Context: an optimization exercise on an open-source flow, tuned for small area and a short achievable clock period. The choices shown serve that exercise and are no tape-out recipe.
No run shown here included a check of the RTL's function; only the layout flow was run.
Power and IR drop assume default switching activity.

==> design/flow/design.v <==
`timescale 1ns / 1ps
module getOmega(
   input clk,
   input sck,
   input mosi,
   input ssel,
   output reg [39:0] omega,
   output reg chg,
   output wire [39:0] prev
);
    reg [2:0] SCKr;
    reg [1:0] SSELr;
    reg [1:0] MOSIr;
    always @(posedge clk) begin
        SCKr  <= {SCKr[1:0], sck};
        SSELr <= {SSELr[0], ssel};
        MOSIr <= {MOSIr[0], mosi};
    end
    wire sck_rise = ~SCKr[2] & SCKr[1];
    wire idle = SSELr[1];
    reg [40:0] sr;
    always @(posedge clk)
        if (sck_rise)
            sr <= {sr[39:0], MOSIr[1]};
    always @(posedge clk) begin
        if (idle)
            omega <= sr[39:0];
        chg <= idle & (sr[39:0] != omega);
    end
    assign prev = chg ? sr[40:1] : omega;
endmodule
module pfx_add #(parameter W = 8) (a, b, ci, s, co);
	input [W-1:0] a, b;
	input ci;
	output [W-1:0] s;
	output co;
	localparam L = $clog2(W);
	wire [W-1:0] p = a ^ b;
	wire [W-1:0] g = a & b;
	wire [(L+1)*W-1:0] gg, pp;
	assign gg[W-1:0] = g;
	assign pp[W-1:0] = p;
	genvar l, i;
	generate
		for (l = 0; l < L; l = l + 1) begin : lv
			for (i = 0; i < W; i = i + 1) begin : bt
				if ((i >> l) & 1) begin : join_
					localparam integer J = ((i >> l) << l) - 1;
					assign gg[(l+1)*W+i] = gg[l*W+i] | (pp[l*W+i] & gg[l*W+J]);
					assign pp[(l+1)*W+i] = pp[l*W+i] & pp[l*W+J];
				end else begin : pass_
					assign gg[(l+1)*W+i] = gg[l*W+i];
					assign pp[(l+1)*W+i] = pp[l*W+i];
				end
			end
		end
	endgenerate
	wire [W-1:0] c = gg[L*W +: W] | (pp[L*W +: W] & {W{ci}});    
	assign s = p ^ {c[W-2:0], ci};
	assign co = c[W-1];
endmodule
module capped_adder(f, kl, kp, km, en, sk, so, out);
	input [39:0] f;
	input [15:0] kl;
	input [12:0] kp;
	input [13:0] km;
	input en, sk, so;
	output [39:0] out;
	wire q1 = en & sk;
	wire nk = en & ~sk;
	wire a1 = q1 & so, a2 = q1 & ~so, a3 = nk & so, a4 = nk & ~so;
	wire [29:0] k;
	assign k[15:0] = ({16{q1}} & kl) | ({16{nk}} & ~kl);
	assign k[29:16] = ({14{a1}} & {1'b0, kp}) | ({14{a4}} & ~{1'b0, kp})
	                | ({14{a2}} & km) | ({14{a3}} & ~km);
	wire [29:0] t;
	wire c30;
	pfx_add #(.W(30)) add(.a(f[29:0]), .b(k), .ci(nk), .s(t), .co(c30));
	wire inc = c30 & ~k[29];
	wire dec = ~c30 & k[29];
	wire [9:0] fh = f[39:30];
	wire [9:0] fh_inc = fh + 10'd1;
	wire [9:0] fh_dec = fh - 10'd1;
	wire [9:0] hi = ({10{inc}} & fh_inc) | ({10{dec}} & fh_dec) | ({10{~(inc | dec)}} & fh);
	wire povf = inc & (fh == 10'h1ff);
	wire novf = dec & (fh == 10'h200);
	assign out = povf ? 40'h7fffffffff : novf ? 40'h8000000000 : {hi, t};
endmodule
module sd2(clk, reset, en, sd_in, bs_out);
input clk, reset;
input en;
input [11:0] sd_in;
output bs_out;
reg [13:0] sd_reg1;
reg [13:0] sd_reg2;
wire ns = ~sd_reg1[13];
assign bs_out = ns;
wire [11:0] v = {~sd_in[11], sd_in[10:0]};
wire [12:0] w = {~sd_in[11], sd_in[11:0]};
wire [13:0] s2;
wire c2_unused;
pfx_add #(.W(14)) add2(.a(sd_reg2), .b({1'b0, ns, v}), .ci(ns), .s(s2), .co(c2_unused));
wire [13:0] nx2 = {s2[13] ^ ns, s2[12:0]};
wire [13:0] hs = sd_reg1 ^ sd_reg2 ^ {1'b0, w};
wire [12:0] hc = (sd_reg1[12:0] & sd_reg2[12:0]) | (sd_reg1[12:0] & w) | (sd_reg2[12:0] & w);
wire [13:0] s1;
wire c1_unused;
pfx_add #(.W(14)) add1(.a(hs), .b({hc, ns}), .ci(ns), .s(s1), .co(c1_unused));
wire [13:0] nx1 = {s1[13] ^ ns, s1[12:0]};
always @(posedge clk) begin
	sd_reg1 <= reset ? 14'd0 : en ? nx1 : sd_reg1;
	sd_reg2 <= reset ? 14'd0 : en ? nx2 : sd_reg2;
end
endmodule
module sd_two_piece #(parameter [39:0] RESETVAL = 40'd0) (clk, reset, en, kl, kp, km, sk, sd_out);
input clk, reset;
input en;
input [15:0] kl;
input [12:0] kp;
input [13:0] km;
input sk;
output sd_out;
	reg [39:0] feedback;
	wire [39:0] next;
	capped_adder add(feedback, kl, kp, km, en, sk, sd_out, next);
	always @(posedge clk)
		feedback <= reset ? RESETVAL : next;
	sd2 sd_one(
	.clk(clk),
	.reset(reset),
	.en(en),
	.sd_in(feedback[39:28]),
	.bs_out(sd_out));
endmodule
module sigma_delta_twopiece(clk, reset, en, kl, kp, km, sd_out);
input clk, reset;
input en;
input [15:0] kl;
input [12:0] kp;
input [13:0] km;
output [1:0] sd_out;
	sd_two_piece #(.RESETVAL(40'h7fffffffff))
	piece_0 (
		.clk(clk),
		.reset(reset),
		.en(en),
		.kl(kl), .kp(kp), .km(km),
		.sk(sd_out[1]),
		.sd_out(sd_out[0]));
	sd_two_piece #(.RESETVAL(40'h0000000000))
	piece_1 (
		.clk(clk),
		.reset(reset),
		.en(en),
		.kl(kl), .kp(kp), .km(km),
		.sk(~sd_out[0]),
		.sd_out(sd_out[1]));
endmodule
`timescale 1ns / 1ps
module clkDivider(
    input inClk,
    input reset,
    input wire [3:0] od_nx,    
    output reg outEn
    );
    reg [10:0] cnt;
    wire [10:0] cnt_nx = reset ? 11'd0 : cnt + 11'd1;
    wire [3:0] n = 4'd12 - od_nx;
    wire [3:0] neff = (n > 4'd11) ? 4'd11 : n;
    wire [11:0] t;
    genvar j;
    generate
        for (j = 0; j < 12; j = j + 1) begin : th
            assign t[j] = (j < neff);
        end
    endgenerate
    wire [10:0] ok = ~t[10:0] | ~(cnt_nx ^ t[11:1]);
    always @(posedge inClk) begin
        cnt <= cnt_nx;
        outEn <= &ok;
    end
endmodule
`timescale 1ns / 1ps
module main(
    input CLK67MHZ,
    input sckPort,
    input mosiPort,
    input sselPort,
    input resetPort,
    output upPort,
    output downPort
    );
    wire clk = CLK67MHZ;
    wire reset = resetPort;
    wire [39:0] data;
    wire        chg;
    wire [39:0] prev;
    getOmega omega(clk, sckPort, mosiPort, sselPort, data, chg, prev);
    wire [15:0] kl;
    wire [12:0] kp;
    wire [13:0] km;
    wire [3:0]  od, od_nx;
    bitShifter bs(clk, chg, prev, kl, kp, km, od, od_nx);
    wire en;
    clkDivider getClk(clk, reset, od_nx, en);
    wire [1:0] sdOut;
    sigma_delta_twopiece sigma_delta_twopiece(clk, reset, en, kl, kp, km, sdOut);
    reg d1, up_r, dn_r;
    always @(posedge clk) begin
        d1   <= sdOut[0];
        up_r <= ~(d1 & sdOut[0]);
        dn_r <= ~(d1 | sdOut[0]);
    end
    assign upPort = up_r;
    assign downPort = dn_r;
endmodule
module bitShifter(clk, chg, prev, kl, kp, km, outdivider, outdivider_nx);
input clk;
input chg;                   
input [39:0] prev;           
output reg [15:0] kl;
output reg [12:0] kp;
output reg [13:0] km;
output reg [3:0] outdivider;
output [3:0] outdivider_nx;
reg [39:0] internal_reg;
reg [3:0] countshift;
reg enable, inreg;
wire finished = |internal_reg[39:28];
assign outdivider_nx = finished ? outdivider : countshift;
always @(posedge clk) begin
    if (chg) begin
        enable <= 1'b1;
        inreg <= 1'b1;
        countshift <= 4'd0;
    end else if (enable) begin
        inreg <= 1'b0;
        if (!inreg && finished)
            countshift <= countshift + 4'd1;
    end
    if (inreg)
        internal_reg <= prev;
    else if (finished)
        internal_reg <= internal_reg >> 1;
    if (!finished) begin
        kl <= internal_reg[15:0];
        kp <= {1'b0, internal_reg[27:16]} + 13'd1;
        km <= {2'b00, internal_reg[27:16]} - 14'd1;
        outdivider <= countshift;
    end
end
endmodule
==> design/flow/run.sh <==
#!/bin/bash
# synth_recipe.tcl (not shown) runs the flow's synth.tcl, then flattens the netlist and writes it again
# the make line also repeats each setting of config.mk as NAME=value (left out here)
make -C /OpenROAD-flow-scripts/flow DESIGN_CONFIG=/design/flow/config.mk WORK_HOME=/design/flow/orfs CLKGATE_MAP_FILE= SYNTH_SCRIPT=/design/flow/synth_recipe.tcl finish
==> design/flow/config.mk <==
export PLATFORM = sky130hd
export DESIGN_NAME = main
export DESIGN_NICKNAME = main
export VERILOG_FILES = /design/flow/design.v
export SDC_FILE = /design/flow/constraint.sdc
export NUM_CORES = 4
export LEC_CHECK = 0
export CAP_MARGIN = 20
export CORE_MARGIN = 2
export CORE_UTILIZATION = 40
export SETUP_SLACK_MARGIN = 5
export SLEW_MARGIN = 20
==> design/flow/constraint.sdc <==
create_clock -name core_clock -period 10.0 [get_ports {CLK67MHZ}]
set_input_delay 2.0000 -clock core_clock [delete_from_list [all_inputs] [get_ports {CLK67MHZ}]]
set_output_delay 2.0000 -clock core_clock [all_outputs]
set_load 0.01 [all_outputs]
==> results of run 1 <==
## critical path, stage by stage, from the launching register on
cell	delay (ps)
dfxtp_2	380
buf_12	170
clkinvlp_4	120
buf_6	190
nor2_2	160
a21oi_1	70
a211oi_2	230
ha_1	300
a21o_1	190
a21oi_1	210
o21ai_1	140
o41ai_2	340
nor3b_4	270
a211oi_2	110
o31ai_2	260
a21oi_2	120
nor2_2	160
ha_4	170
nand4_1	70
buf_4	200
nor2b_1	170
and3_1	220
mux2i_1	120
o311ai_0	130
## routing by layer
layer,track usage,part of all wire,vias up
met1,0.220,0.47,6594
met2,0.277,0.47,190
met4,0.0602,0.027,0
li1,-,-,6884
met5,0,0,-
met3,0.0235,0.032,59
## final cells by class
cell class,instances,area [um^2]
fillers,4385,25600
multi-input cells,1429,10200
flip-flops and latches,330,8240
clock buffers,56,1080
well taps,607,759
repair buffers,36,353
inverters,61,253
clock inverters,15,109
## power groups by stage
stage                     logic [W]  registers (W)  clock network [W]
after floorplan           0.0000734        0.00151                  0
after global placement    0.0000878        0.00152                  0
after detailed placement  0.0000883        0.00153                  0
after CTS                 0.0000894        0.00150            0.00137
after global routing       0.000100        0.00150            0.00143
final                     0.0000880        0.00150            0.00133
## worst min path at each step
stage / start / end / slack (ps) / cells past startpoint
floorplan: omega.MOSIr[0] / omega.MOSIr[1] / 310 / 0
finish: omega.SCKr[0] / omega.SCKr[1] / 320 / 0
global placement: omega.SCKr[0] / omega.SCKr[1] / 310 / 0
CTS: omega.SCKr[0] / omega.SCKr[1] / 330 / 0
global route: omega.SCKr[0] / omega.SCKr[1] / 340 / 0
detailed placement: omega.SCKr[0] / omega.SCKr[1] / 310 / 0
## stage by stage
| step | area [um^2] | hold WS [ps] | setup slack, ps | cells | total power, W |
|---|---|---|---|---|---|
| floorplan | 18900 | 310 | 5160 | 1911 | 0.00158 |
| global placement | 19500 | 313 | 3210 | 2443 | 0.00161 |
| detailed placement | 19500 | 313 | 3140 | 2443 | 0.00161 |
| CTS | 20800 | 327 | 5030 | 2525 | 0.00296 |
| global route | 21000 | 336 | 4940 | 2534 | 0.00303 |
| finish | 21000 | 324 | 5330 | 2534 | 0.00291 |
## placed cells by master (no fill, tap or decap), drive strengths merged, types with 12 or more instances in the layout
cell type and count:
a21o 31, clkbuf 57, o21ai 104, clkinv 14
nand4 12, mux2i 68, nor2b 25, fa 30
xnor2 89, inv 57, a21oi 137, nand2 110
nand3 33, buf 30, nor2 212, edfxtp 162
xor2 105, a211oi 60, ha 125, o21bai 13
dfxtp 168, and3 16, nor3 62, o21a 28
nor4 22
## cells by family (layout without fill, tap and decap cells)
group,Yosys count,after routing,synth area share
AND/OR/NAND/NOR,543,544,0.134
AO/OA/AOI/OAI,464,464,0.157
flip-flops,330,330,0.435
adder cells (fa/ha/maj),155,155,0.114
buffers and inverters,153,168,0.0307
XOR/XNOR,194,194,0.0902
multiplexers,72,72,0.0386
## timing repair
action                                  4_1_cts  5_1_grt
cloned                                        1        1
pin swaps                                     1        4
endpoints found under the setup margin       80       80
gates resized for setup                      18       26
setup buffers                                10        8
==> impl_metrics.json, run 1 <==
{
  "status": "finished clean",
  "internal_power_w": 0.00225,
  "drive_above_1_share": 0.0701,
  "drt_iter0_markers": 718,
  "p_per_area_nw_per_um2": 138,
  "worstSetupStartpointType": "flip-flop",
  "cts_tree": "yes",
  "ys_seq_area_frac": 0.435,
  "antenna_found_initial": 0,
  "root_buffer": "clkbuf_16",
  "drc": 0,
  "pwr-share-comb": 0.030,
  "syn_nets": 2071,
  "fin_skew_ps": 23.3,
  "yosys.area.top_type": "edfxtp_1",
  "peakVddDrop_v": 0.000153,
  "cts_max_level": 2,
  "p_sw_w": 0.000657,
  "largest_reg_flops": 41,
  "ys.flop_type": "dfxtp_1",
  "crit_fanout": 35,
  "grt_pass1_wl_um": 67500,
  "synthCells": 1911,
  "synth_cell_types": 75,
  "ys_ff_latch": 330,
  "grt_pass1_vias": 13500,
  "postCtsHoldBufs": 0,
  "die_width_um": 221,
  "hp-class": "reg -> reg",
  "ys_warn_count": 7,
  "syn-cell-area_um2": 18900,
  "setup_viol": 0,
  "rsz0062_at_grt": "true",
  "vias": 13700,
  "cts.clk_slew.worst_paths_ps": 60,
  "worstPathArrival_ps": 5100,
  "first_pass_iters": 5,
  "cts_made_buffers": 39,
  "r2r_end": "sigma_delta_twopiece.piece_1.feedback[15]",
  "cts_buffer_depth": 3,
  "utilization": 0.450,
  "die_area_um2": 49000,
  "grtUsageTotal": 0.166,
  "async_flop_share": 0,
  "fin_nets": 2057,
  "worst_pin_slew_ps": 1030,
  "clock_latency_ps": 570,
  "grt.overflow.total": 0,
  "startpoint": "sigma_delta_twopiece.piece_1.sd_one.sd_reg1[13]",
  "drv_slew": 0,
  "antenna_left": 0,
  "viasPerCell": 5.42,
  "initial_core_util": 0.405,
  "synth_most_common_cell": "nor2_1",
  "required_ps": 10420,
  "synthToLayoutAreaGrowth_pct": 11.1,
  "netlist_top_cells_count": "nor2_1 (212), dfxtp_1 (168), edfxtp_1 (162)",
  "fin_crit_ps": 4670,
  "slew_headroom": 0.316,
  "p_leak_nw": 8.24,
  "reg2reg_from": "sigma_delta_twopiece.piece_1.sd_one.sd_reg1[13]",
  "finalCritPeriodShare": 0.467,
  "antenna-diode-count": 0,
  "fmax_mhz": 214,
  "fin_setup_tns_ps": 0,
  "synth.area.top_cells": "edfxtp_1 (26%), dfxtp_1 (18%), ha_1 (8.3%)",
  "largest-register": "omega.sr",
  "endpoint": "sigma_delta_twopiece.piece_1.feedback[15]",
  "postSynthAreaPerCell_um2": 9.90,
  "endpoint_kind": "flip-flop",
  "core_region_area_um2": 46700,
  "finalHoldViolCount": 0,
  "gp_routability_congestion": 0.791,
  "wl_per_cell_um": 16.1,
  "seq_power_share": 0.514,
  "max_cap_violations": 0,
  "p_sw_frac": 0.226,
  "r2r_setup_slack_ps": 5330,
  "routed_wl_um": 40800,
  "grt_max_degree": 82,
  "rows": 79,
  "clock_sinks": 330,
  "clkPwrFrac": 0.456,
  "port_buffers": 6,
  "io_pins": 7,
  "place_hpwl_um": 27500,
  "synth_top_cell_area_share": 0.257,
  "crit_type": "reg -> reg",
  "rr_worst_depth": 23,
  "synth_edf_count": 162,
  "dieHeight_um": 221
}
==> inputs of run 2 (changes only) <==
--- a/design/flow/config.mk
+++ b/design/flow/config.mk
@@ -9,4 +9,3 @@
 export CORE_MARGIN = 2
 export CORE_UTILIZATION = 40
-export SETUP_SLACK_MARGIN = 5
 export SLEW_MARGIN = 20
==> run 2 against run 1 <==
Net effect: worst setup slack lost 2200 ps; final cell count shrank 0.79%; hold slack about the same; total power hardly changed; sequential share of layout area grew 0.66 points; synthesized cell count is the same; largest cell class unchanged.
==> impl_metrics.json, run 2 <==
{
  "status": "finished clean",
  "synth_top_family_by_area": "compound AO/OA/AOI/OAI gates",
  "drc": 0,
  "async_flop_share": 0,
  "rr_worst_depth": 19,
  "crit_fanout": 59,
  "synth_cell_types": 75,
  "port_buffers": 6,
  "finalHoldViolCount": 0,
  "setup_slack_ps": 3120,
  "postCtsHoldBufs": 0,
  "synthMuxAreaShare": 0.0386,
  "r2r_setup_slack_ps": 3120,
  "synth_most_common_cell": "nor2_1",
  "setup_viol": 0,
  "grtUsageTotal": 0.164,
  "final_area_um2": 20700,
  "slew_headroom": 0.303,
  "viasPerCell": 5.42,
  "fin_skew_ps": 26.9,
  "ys.flop_type": "dfxtp_1",
  "p_per_area_nw_per_um2": 141,
  "dieHeight_um": 221,
  "worstSetupStartpointType": "flip-flop",
  "largest_reg_flops": 41,
  "post-cts-setup-buffers": 0,
  "grt_max_degree": 82,
  "synthCells": 1911,
  "ys_warn_count": 7,
  "startpoint": "getClk.outEn",
  "io_pins": 7,
  "required_ps": 10410,
  "finalCritPeriodShare": 0.688,
  "synth_edf_count": 162,
  "mostFrequentLayoutCells": "nor2_1 (211), dfxtp_1 (163), edfxtp_1 (162), a21oi_1 (137), ha_1 (125)",
  "drt_iter0_markers": 731,
  "clock_sinks": 330,
  "cts_made_buffers": 39,
  "routed_wl_um": 40000,
  "ys_ff_latch": 330,
  "fin_setup_tns_ps": 0,
  "largest-register": "omega.sr",
  "cts.clk_slew.worst_paths_ps": 60,
  "yosys.area_share.simple": 0.134,
  "max_cap_violations": 0,
  "vias": 13600,
  "fill_cells": 4425,
  "core_region_area_um2": 46700,
  "hold_path_end": "omega.SCKr[1]",
  "antenna_left": 0,
  "rows": 79,
  "cts_tree": "yes",
  "hold_start": "omega.SCKr[0]",
  "final_common_cell": "nor2_1",
  "initial_core_util": 0.405,
  "cts-resized-gates": 0,
  "clock_latency_ps": 570,
  "hp-class": "reg -> reg",
  "first_pass_iters": 5,
  "p_leak_nw": 8.11,
  "worst_pin_slew_ps": 1040,
  "grt.overflow.total": 0,
  "synthXorXnorAreaFrac": 0.0902,
  "antenna_found_initial": 0,
  "die_area_um2": 49000,
  "drive_above_1_share": 0.0493,
  "crit_slowest_cell": "nand2b_1",
  "rsz0062_at_grt": "false",
  "fmax_mhz": 145,
  "synth.area.top_cells": "edfxtp_1 (26%), dfxtp_1 (18%), ha_1 (8.3%)",
  "fin_crit_ps": 6880,
  "synth_top_cell_area_share": 0.257,
  "place_hpwl_um": 27500,
  "worstPathArrival_ps": 7290,
  "endpoint_kind": "flip-flop",
  "syn-cell-area_um2": 18900,
  "ys_seq_area_frac": 0.435,
  "antenna-diode-count": 0,
  "worstHoldPathCells": 0,
  "synth-compound-area-share": 0.157,
  "synthToLayoutAreaGrowth_pct": 9.28,
  "peakVddDrop_v": 0.000153,
  "synth_fa_ha_area_frac": 0.114,
  "dpl-instance-area_um2": 19500,
  "cp_cell_sequence": "clkinv_2, buf_4, a211oi_1, ha_1, a21o_1, a21oi_1, o21ai_1, o41ai_1, nor3b_2, a211oi_1, o31ai_1, a21oi_1, nor2_1, ha_1, nand4_1, nand2b_1, nor2_1, mux2i_1, o311ai_0",
  "cts_max_level": 2,
  "syn_nets": 2071,
  "fin_nets": 2037,
  "r2r_end": "sigma_delta_twopiece.piece_1.feedback[15]",
  "critPathMaxStageDelay_ps": 980,
  "yosys.area.top_type": "edfxtp_1",
  "reg2reg_from": "getClk.outEn",
  "wl_per_cell_um": 15.9,
  "crit_type": "reg -> reg",
  "drv_slew": 0,
  "gp_routability_congestion": 0.791,
  "netlist_top_cells_count": "nor2_1 (212), dfxtp_1 (168), edfxtp_1 (162)",
  "pre_cts_ws_ps": 3140,
  "root_buffer": "clkbuf_16",
  "postSynthAreaPerCell_um2": 9.90,
  "grt_pass1_wl_um": 66800,
  "die_width_um": 221,
  "grt_pass1_vias": 13400,
  "cts_buffer_depth": 3
}
==> run 2: report_power, final <==
part           internal, W  switching [W]  leakage (nW)
logic            0.0000352      0.0000526          4.63
clock network     0.000757       0.000570         0.571
registers          0.00146      0.0000356          2.91
total              0.00225       0.000658          8.11
==> run 2: worst max path at each step <==
stage,end,cells after the start,slack [ps]
final,sigma_delta_twopiece.piece_1.feedback[15],19,3120
after global routing,sigma_delta_twopiece.piece_1.feedback[15],19,2240
after CTS,sigma_delta_twopiece.piece_1.feedback[15],19,3130
after detailed placement,sigma_delta_twopiece.piece_1.feedback[15],19,3140
after global placement,sigma_delta_twopiece.piece_1.feedback[15],19,3210
after floorplan,sigma_delta_twopiece.piece_1.feedback[15],22,5160
==> run 2: cell type report <==
cell class              instances  area [um^2]  area share
clock buffers                  56         1080      0.0523
multi-input cells            1428        10100       0.489
flip-flops and latches        330         8230       0.398
well taps                     607          759      0.0368
clock inverters                15          109     0.00527
repair buffers                 17          140     0.00678
inverters                      61          230      0.0111
==> run 2: routing by layer <==
layer  vias to the layer above  part of all wire  GRT usage
met5                         -                 0          0
met4                         0             0.022     0.0541
met3                        55             0.031     0.0234
met2                       172              0.47      0.275
met1                      6546              0.48      0.218
li1                       6842                 -          -
==> run 2: logic make-up after synthesis <==
group                      after synthesis
AOI/OAI and AO/OA                      464
xor gates and xnor gates               194
adders and majority gates              155
buffers and inverters                  153
DFF                                    330
muxes                                   72
and+or+nand+nor                        543
==> run 2: critical path, delay by kind of cell, from the launching register on <==
kind	cells	cell delay [ps]
multiplexers	1	140
buffers and inverters	2	1290
AND/OR/NAND/NOR	5	2290
AO/OA/AOI/OAI	9	1840
adder cells (fa/ha/maj)	2	800
flip-flops	1	330
==> run 2: stage by stage <==
| stage | total power, W | hold slack (ps) | instances | util |
|---|---|---|---|---|
| global placement | 0.00161 | 313 | 2443 | 0.417 |
| finish | 0.00291 | 324 | 2514 | 0.443 |
| detailed placement | 0.00161 | 313 | 2443 | 0.417 |
| floorplan | 0.00158 | 310 | 1911 | - |
| global route | 0.00303 | 336 | 2514 | 0.443 |
| CTS | 0.00295 | 327 | 2514 | 0.443 |
==> inputs of run 3 (changes only) <==
--- a/design/flow/design.v
+++ b/design/flow/design.v
@@ -60,10 +60,10 @@
 	assign co = c[W-1];
 endmodule
-module capped_adder(f, kl, kp, km, en, sk, so, out);
+module capped_adder #(parameter RV1 = 0) (f, kl, kp, km, en, sk, so, reset, out);
 	input [39:0] f;
 	input [15:0] kl;
 	input [12:0] kp;
 	input [13:0] km;
-	input en, sk, so;
+	input en, sk, so, reset;
 	output [39:0] out;
 	wire q1 = en & sk;
@@ -77,13 +77,25 @@
 	wire c30;
 	pfx_add #(.W(30)) add(.a(f[29:0]), .b(k), .ci(nk), .s(t), .co(c30));
-	wire inc = c30 & ~k[29];
-	wire dec = ~c30 & k[29];
 	wire [9:0] fh = f[39:30];
 	wire [9:0] fh_inc = fh + 10'd1;
 	wire [9:0] fh_dec = fh - 10'd1;
-	wire [9:0] hi = ({10{inc}} & fh_inc) | ({10{dec}} & fh_dec) | ({10{~(inc | dec)}} & fh);
-	wire povf = inc & (fh == 10'h1ff);
-	wire novf = dec & (fh == 10'h200);
-	assign out = povf ? 40'h7fffffffff : novf ? 40'h8000000000 : {hi, t};
+	wire [9:0] h1 = k[29] ? fh : fh_inc;
+	wire [9:0] h0 = k[29] ? fh_dec : fh;
+	wire [9:0] hi = ({10{c30}} & h1) | ({10{~c30}} & h0);
+	wire up_ok = ~k[29] & (fh == 10'h1ff);
+	wire dn_ok = k[29] & (fh == 10'h200);
+	wire pos, neg;    
+	generate
+		if (RV1) begin : rv1
+			assign pos = (c30 & up_ok) | reset;
+			assign neg = ~c30 & dn_ok & ~reset;
+		end else begin : rv0
+			assign pos = c30 & up_ok;
+			assign neg = (~c30 & dn_ok) | reset;
+		end
+	endgenerate
+	wire [38:0] x = {hi[8:0], t};
+	assign out[38:0] = (x | {39{pos}}) & ~{39{neg}};
+	assign out[39] = ~reset & ((hi[9] & ~(c30 & up_ok)) | (~c30 & dn_ok));
 endmodule
 module sd2(clk, reset, en, sd_in, bs_out);
@@ -123,7 +135,7 @@
 	reg [39:0] feedback;
 	wire [39:0] next;
-	capped_adder add(feedback, kl, kp, km, en, sk, sd_out, next);
+	capped_adder #(.RV1(RESETVAL != 40'd0)) add(feedback, kl, kp, km, en, sk, sd_out, reset, next);
 	always @(posedge clk)
-		feedback <= reset ? RESETVAL : next;
+		feedback <= next;    
 	sd2 sd_one(
 	.clk(clk),
--- a/design/flow/config.mk
+++ b/design/flow/config.mk
@@ -8,4 +8,5 @@
 export CAP_MARGIN = 20
 export CORE_MARGIN = 2
-export CORE_UTILIZATION = 40
+export CORE_UTILIZATION = 60
+export SETUP_SLACK_MARGIN = 5
 export SLEW_MARGIN = 20
==> run 3 against run 2 <==
Net effect: area after synthesis down 1.0%; wire length down 5.0%; clock power down 3%; via count down 4.0%; global-route usage up 7.4 points; final cell count down 11%; die area down 33%; synthesized cell count down 3.9%; hold slack better by 3.7 ps; register-to-register slack better by 2200 ps; non-clock buffer count up 8; critical endpoint is now sigma_delta_twopiece.piece_1.feedback[34]; largest cell class unchanged; largest power group unchanged.
==> impl_metrics.json, run 3 <==
{
  "grtUsageTotal": 0.237,
  "largest-register": "omega.sr",
  "root_buffer": "clkbuf_16",
  "fin_skew_ps": 11.8,
  "crit_fanout": 44,
  "p_leak_nw": 8.20,
  "routed_wl_um": 38000,
  "grt_pass1_wl_um": 64300,
  "cts_tree": "yes",
  "power_w": 0.00288,
  "first_pass_iters": 5,
  "yosys.area.top_type": "edfxtp_1",
  "worstPathArrival_ps": 5090,
  "ys_ff_latch": 330,
  "grt.overflow.total": 0,
  "synth_edf_count": 162,
  "syn-cell-area_um2": 18700,
  "dieHeight_um": 181,
  "status": "finished clean",
  "setup_viol": 0,
  "die_width_um": 181,
  "crit_type": "reg -> reg",
  "clock_latency_ps": 520,
  "multi_input_comb_area_um2": 9980,
  "use_met3": 0.0301,
  "fill_cells": 2434,
  "mostFrequentLayoutCells": "nor2_1 (237), a21oi_1 (164), dfxtp_1 (163), edfxtp_1 (162), xor2_1 (126)",
  "port_buffers": 6,
  "r2r_end": "sigma_delta_twopiece.piece_1.feedback[34]",
  "place_hpwl_um": 26500,
  "initial_core_util": 0.610,
  "drt_iter0_markers": 800,
  "netlist_top_cells_count": "nor2_1 (237), dfxtp_1 (168), a21oi_1 (164)",
  "fin_crit_ps": 4650,
  "synth_top_cell_area_share": 0.260,
  "r2r_setup_slack_ps": 5350,
  "reg2reg_from": "sigma_delta_twopiece.piece_1.sd_one.sd_reg1[13]",
  "startpoint": "sigma_delta_twopiece.piece_1.sd_one.sd_reg1[13]",
  "postSynthAreaPerCell_um2": 10.2,
  "async_flop_share": 0,
  "cts_max_level": 2,
  "core_region_area_um2": 30700,
  "p_per_area_nw_per_um2": 142,
  "synth_most_common_cell": "nor2_1",
  "cts_buffer_depth": 3,
  "use_met2": 0.408,
  "wl_per_cell_um": 16.9,
  "antenna_left": 0,
  "worst_pin_slew_ps": 992,
  "grt_busiest_layer": "met2",
  "io_pins": 7,
  "gp_routability_congestion": 0.849,
  "grt_max_degree": 81,
  "syn_nets": 1993,
  "grtUsageMet1": 0.317,
  "antenna_found_initial": 0,
  "peakVddDrop_v": 0.000165,
  "finalCritPeriodShare": 0.465,
  "synth_cell_types": 75,
  "endpoint": "sigma_delta_twopiece.piece_1.feedback[34]",
  "fin_setup_tns_ps": 0,
  "synth.area.top_cells": "edfxtp_1 (26%), dfxtp_1 (18%), ha_1 (8.1%)",
  "synthToLayoutAreaGrowth_pct": 8.27,
  "max_cap_violations": 0,
  "final_common_cell": "nor2_1",
  "worstSetupStartpointType": "flip-flop",
  "largest_reg_flops": 41,
  "fmax_mhz": 215,
  "drv_slew": 0,
  "cts.clk_slew.worst_paths_ps": 60,
  "rr_worst_depth": 16,
  "drive_above_1_share": 0.0720,
  "seqCellArea_um2": 8230,
  "ys_warn_count": 7,
  "grt_pass1_vias": 13000,
  "viasPerCell": 5.83,
  "drc": 0,
  "ys_seq_area_frac": 0.440,
  "synthCells": 1837,
  "vias": 13100,
  "cts_made_buffers": 37,
  "rows": 64,
  "ys.flop_type": "dfxtp_1",
  "finalHoldViolCount": 0,
  "endpoint_kind": "flip-flop",
  "rsz0062_at_grt": "false",
  "hp-class": "reg -> reg",
  "die_area_um2": 32600,
  "slew_headroom": 0.338,
  "required_ps": 10440,
  "antenna-diode-count": 0,
  "clock_sinks": 330,
  "fin_nets": 1976
}
## run 3: cell types whose count changed in the layout (fill, tap and decap cells not counted), moves of 17 or more
cell / delta
mux2i_1: +18
nor2_1: +26
xor2_1: +22
o21ai_0: -59
a21oi_1: +27
nor3_1: -36
a21oi_2: +28
o21a_1: -17
nand2_1: -19
## run 3: repair_timing
item                       CTS  global route
hold buffers                 0             0
setup endpoints to repair   80            63
buffers inserted             0             6
pin swaps                    0             2
gates resized for setup      7             3
## run 3: logic make-up (layout without fill, tap and decap cells)
group                      count (synthesis)  count (layout)  share of synthesized area
and+or+nand+nor                          521             521                      0.128
AOI/OAI and AO/OA                        408             408                      0.144
DFF                                      330             330                      0.440
xor gates and xnor gates                 210             210                     0.0987
adders and majority gates                151             151                      0.113
buffers and inverters                    129             139                     0.0293
muxes                                     88              88                     0.0474
## run 3: critical path: stages, from the launching register on
cell and delay [ps]:
dfxtp_1 300, buf_4 380, clkinv_1 120, buf_4 300, nor2_1 200, a21oi_1 60
a211oi_1 380, ha_1 260, and4_1 250, o21a_1 120, o21ai_0 160, a32oi_4 390
a221oi_4 140, buf_4 180, or4_4 810, and3_1 290, nor3_1 160
## run 3: final cells by class
type	instances	share of cell area
multi-input cells	1378	0.493
flip-flops and latches	330	0.406
clock buffers	59	0.0533
well taps	396	0.0245
repair buffers	25	0.0104
inverters	48	0.00951
clock inverters	7	0.00333
## run 3: worst min path at each step
stage                     slack, ps             end  cells past startpoint      startpoint
after global routing            330  omega.MOSIr[1]                      0  omega.MOSIr[0]
after CTS                       330  omega.MOSIr[1]                      0  omega.MOSIr[0]
after detailed placement        320  omega.SSELr[1]                      0  omega.SSELr[0]
after floorplan                 310  omega.MOSIr[1]                      0  omega.MOSIr[0]
final                           330  omega.MOSIr[1]                      0  omega.MOSIr[0]
after global placement          310   omega.SCKr[1]                      0   omega.SCKr[0]
## run 3: report_power, final
part           total [W]  switching, W  internal (W)
clock network    0.00129      0.000526      0.000766
registers        0.00150     0.0000353       0.00146
logic          0.0000905     0.0000546     0.0000359
total            0.00288      0.000616       0.00226
## run 3: metal layers
layer	routed length, um	vias up
met2	18200	208
met1	17500	6224
li1	-	6584
met5	0	-
met3	1320	60
met4	883	0
## run 3: per-stage QoR
| stage | hold WS (ps) | utilization | area (um^2) | instances | setup slack [ps] |
|---|---|---|---|---|---|
| finish | 328 | 0.661 | 20300 | 2243 | 5350 |
| floorplan | 310 | - | 18700 | 1837 | 6150 |
| CTS | 330 | 0.659 | 20200 | 2237 | 5090 |
| detailed placement | 316 | 0.620 | 19000 | 2171 | 3970 |
| global route | 332 | 0.661 | 20300 | 2243 | 5010 |
| global placement | 309 | 0.620 | 19000 | 2171 | 4110 |
==> inputs of run 4 (changes only) <==
--- a/design/flow/config.mk
+++ b/design/flow/config.mk
@@ -8,5 +8,5 @@
 export CAP_MARGIN = 20
 export CORE_MARGIN = 2
-export CORE_UTILIZATION = 60
+export CORE_UTILIZATION = 40
 export SETUP_SLACK_MARGIN = 5
 export SLEW_MARGIN = 20
==> run 4 against run 3 <==
Net effect: wire length increased by 4.2%; largest cell class unchanged; critical path depth increased by 2; clock skew is 4.8 ps higher; sequential power about the same; final cell count up 9.5%; count of clock-buffer cells in the layout down 7.
==> impl_metrics.json, run 4 <==
{
  "cts.clk_slew.worst_paths_ps": 60,
  "grt.overflow.total": 0,
  "status": "finished clean",
  "drc": 0,
  "drive_above_1_share": 0.0703,
  "hp-class": "reg -> reg",
  "clock_latency_ps": 570,
  "worstSetupStartpointType": "flip-flop",
  "synthToLayoutAreaGrowth_pct": 9.67,
  "crit_type": "reg -> reg",
  "p_leak_nw": 8.20,
  "drt_iter0_markers": 726,
  "cts_made_buffers": 37,
  "crit_slowest_cell": "a221oi_4",
  "grtUsageTotal": 0.167,
  "fin_nets": 1975,
  "required_ps": 10410,
  "ys_seq_area_frac": 0.440,
  "viasPerCell": 5.33,
  "synth_top_cell_area_share": 0.260,
  "ys_ff_latch": 330,
  "syn_nets": 1993,
  "final_area_um2": 20500,
  "io_pins": 7,
  "endpoint_kind": "flip-flop",
  "drv_slew": 0,
  "grt_busiest_layer": "met2",
  "syn-cell-area_um2": 18700,
  "synth_cell_types": 75,
  "ys.flop_type": "dfxtp_1",
  "mostFrequentLayoutCells": "nor2_1 (237), a21oi_1 (164), dfxtp_1 (163), edfxtp_1 (162), xor2_1 (126)",
  "peakVddDrop_v": 0.000163,
  "clock_sinks": 330,
  "antenna_left": 0,
  "synth.area.top_cells": "edfxtp_1 (26%), dfxtp_1 (18%), ha_1 (8.1%)",
  "seq_power_share": 0.514,
  "core_region_area_um2": 46400,
  "place_inst": 2384,
  "use_met3": 0.0316,
  "routed_wl_um": 39600,
  "fin_skew_ps": 16.7,
  "die_width_um": 220,
  "p_sw_frac": 0.224,
  "grt_pass1_vias": 12800,
  "worstPathArrival_ps": 5020,
  "netlist_top_cells_count": "nor2_1 (237), dfxtp_1 (168), a21oi_1 (164)",
  "crit_family": "compound AO/OA/AOI/OAI gates",
  "pwr-share-comb": 0.032,
  "max_cap_violations": 0,
  "largest_reg_flops": 41,
  "gp_routability_congestion": 0.826,
  "root_buffer": "clkbuf_16",
  "async_flop_share": 0,
  "cts_buffer_depth": 3,
  "wl_per_cell_um": 16.1,
  "first_pass_iters": 5,
  "final_common_cell": "nor2_1",
  "setup_viol": 0,
  "slew_headroom": 0.324,
  "use_met2": 0.274,
  "yosys.area.top_type": "edfxtp_1",
  "synthCells": 1837,
  "critical_path_buf_inv_count": 4,
  "rsz0062_at_grt": "false",
  "antenna_found_initial": 0,
  "hold-worst-slack_ps": 328,
  "worst_pin_slew_ps": 1010,
  "cp_cell_sequence": "buf_4, clkinv_1, buf_4, nor2_1, a21oi_1, a211oi_1, ha_1, a21o_1, a21o_1, a21oi_1, and3_1, a32oi_4, a221oi_4, nand3_1, o21ai_4, buf_6, o21bai_1, a31oi_1",
  "largest-register": "omega.sr",
  "port_buffers": 6,
  "vias": 13100,
  "rows": 79,
  "place_hpwl_um": 27600,
  "clkPwrFrac": 0.455,
  "fin_setup_tns_ps": 0,
  "fmax_mhz": 217,
  "internal_power_w": 0.00226,
  "dpl-instance-area_um2": 19300,
  "cts_max_level": 2,
  "p_per_area_nw_per_um2": 142,
  "grtUsageMet1": 0.221,
  "finalCritPeriodShare": 0.462,
  "fin_crit_ps": 4620,
  "cts_tree": "yes",
  "antenna-diode-count": 0,
  "grt_max_degree": 81,
  "instances_no_fill": 2455,
  "crit_fanout": 44,
  "synth_most_common_cell": "nor2_1",
  "grt_pass1_wl_um": 65400,
  "initial_core_util": 0.404,
  "ys_warn_count": 7,
  "p_sw_w": 0.000652,
  "finalHoldViolCount": 0,
  "dieHeight_um": 220,
  "die_area_um2": 48500,
  "synth_edf_count": 162,
  "critPathMaxStageDelay_ps": 410,
  "postSynthAreaPerCell_um2": 10.2
}
==> run 4: cell counts after synthesis <==
Identical to the previous run, type by type.
==> run 4: worst paths after layout <==
kind,start,to,slack (ps),cells after the start
setup / recovery,sigma_delta_twopiece.piece_1.sd_one.sd_reg1[13],sigma_delta_twopiece.piece_1.feedback[35],5380,18
setup reg to reg,sigma_delta_twopiece.piece_1.sd_one.sd_reg1[13],sigma_delta_twopiece.piece_1.feedback[35],5380,18
hold reg to reg,omega.SCKr[0],omega.SCKr[1],330,0
hold / removal,omega.SCKr[0],omega.SCKr[1],330,0
==> run 4: layer usage <==
layer  up-vias  routed length [um]
li1       6594                   -
met1      6201               18500
met2       214               18200
met3        69                1620
met4         0                1190
met5         -                   0
==> run 4: logic make-up after synthesis <==
logic type	count (synthesis)	synth area share
AOI/OAI and AO/OA	408	0.144
xor gates and xnor gates	210	0.0987
adders and majority gates	151	0.113
buffers and inverters	129	0.0293
DFF	330	0.440
muxes	88	0.0474
and+or+nand+nor	521	0.128
==> run 4: cell type report <==
cell class	count	area, um^2
fill	4328	25800
multi-input combinational	1378	9980
sequential	330	8230
clock buffer	52	1010
tap	607	759
timing repair buffer	24	205
inverter	48	185
clock inverter	16	151
==> run 4: timing repair <==
item                                    4_1_cts  5_1_grt
endpoints found under the setup margin       73       72
buffers inserted                              0        3
gates resized for setup                       2        5
hold buffers                                  0        0
pin swaps                                     0        1
==> run 4: power by group through the flow <==
stage,logic (W),registers (W),clock network [W]
final,0.0000928,0.00150,0.00132
after global routing,0.000104,0.00150,0.00142
after CTS,0.0000943,0.00150,0.00137
after detailed placement,0.0000935,0.00153,0
after global placement,0.0000925,0.00152,0
after floorplan,0.0000776,0.00151,0
==> run 4: stage by stage <==
| step | total power, W | worst slack, ps | util |
|---|---|---|---|
| after floorplan | 0.00159 | 6150 | - |
| after global placement | 0.00162 | 4700 | 0.416 |
| after detailed placement | 0.00162 | 4570 | 0.416 |
| after CTS | 0.00296 | 4990 | 0.442 |
| after global routing | 0.00302 | 5010 | 0.443 |
| final | 0.00291 | 5380 | 0.443 |

[afterwards: timing with drivers on the ports]
In the flow no input, the clock included, has a driving cell. The finished layouts below were timed again as built, in two steps.
Step 1 (the two cells are an assumption about what drives the block):
set clk [get_ports {CLK67MHZ}]
set_driving_cell -lib_cell sky130_fd_sc_hd__clkbuf_16 $clk
set_driving_cell -lib_cell sky130_fd_sc_hd__buf_2 [delete_from_list [all_inputs] $clk]
Step 2 times the ports against the registers' clock, not the clock port: input delays grow and output delays shrink by t, the midpoint of the rising clock arrivals with the driver on.
Slacks: no drivers / after step 1 / after step 2; pairs: no drivers / after step 1.
run | t (ns) | slack for setup (ns) | worst setup path after step 2 | cell pins on the clock port's net
run 1 | 0.607 | 5.326 / 5.326 / 5.326 | register to register | 1
run 2 | 0.607 | 3.119 / 3.119 / 3.119 | register to register | 1
run 3 | 0.563 | 5.350 / 5.350 / 5.350 | register to register | 1
run 4 | 0.611 | 5.384 / 5.384 / 5.384 | register to register | 1
After both steps every run listed still meets setup and hold.
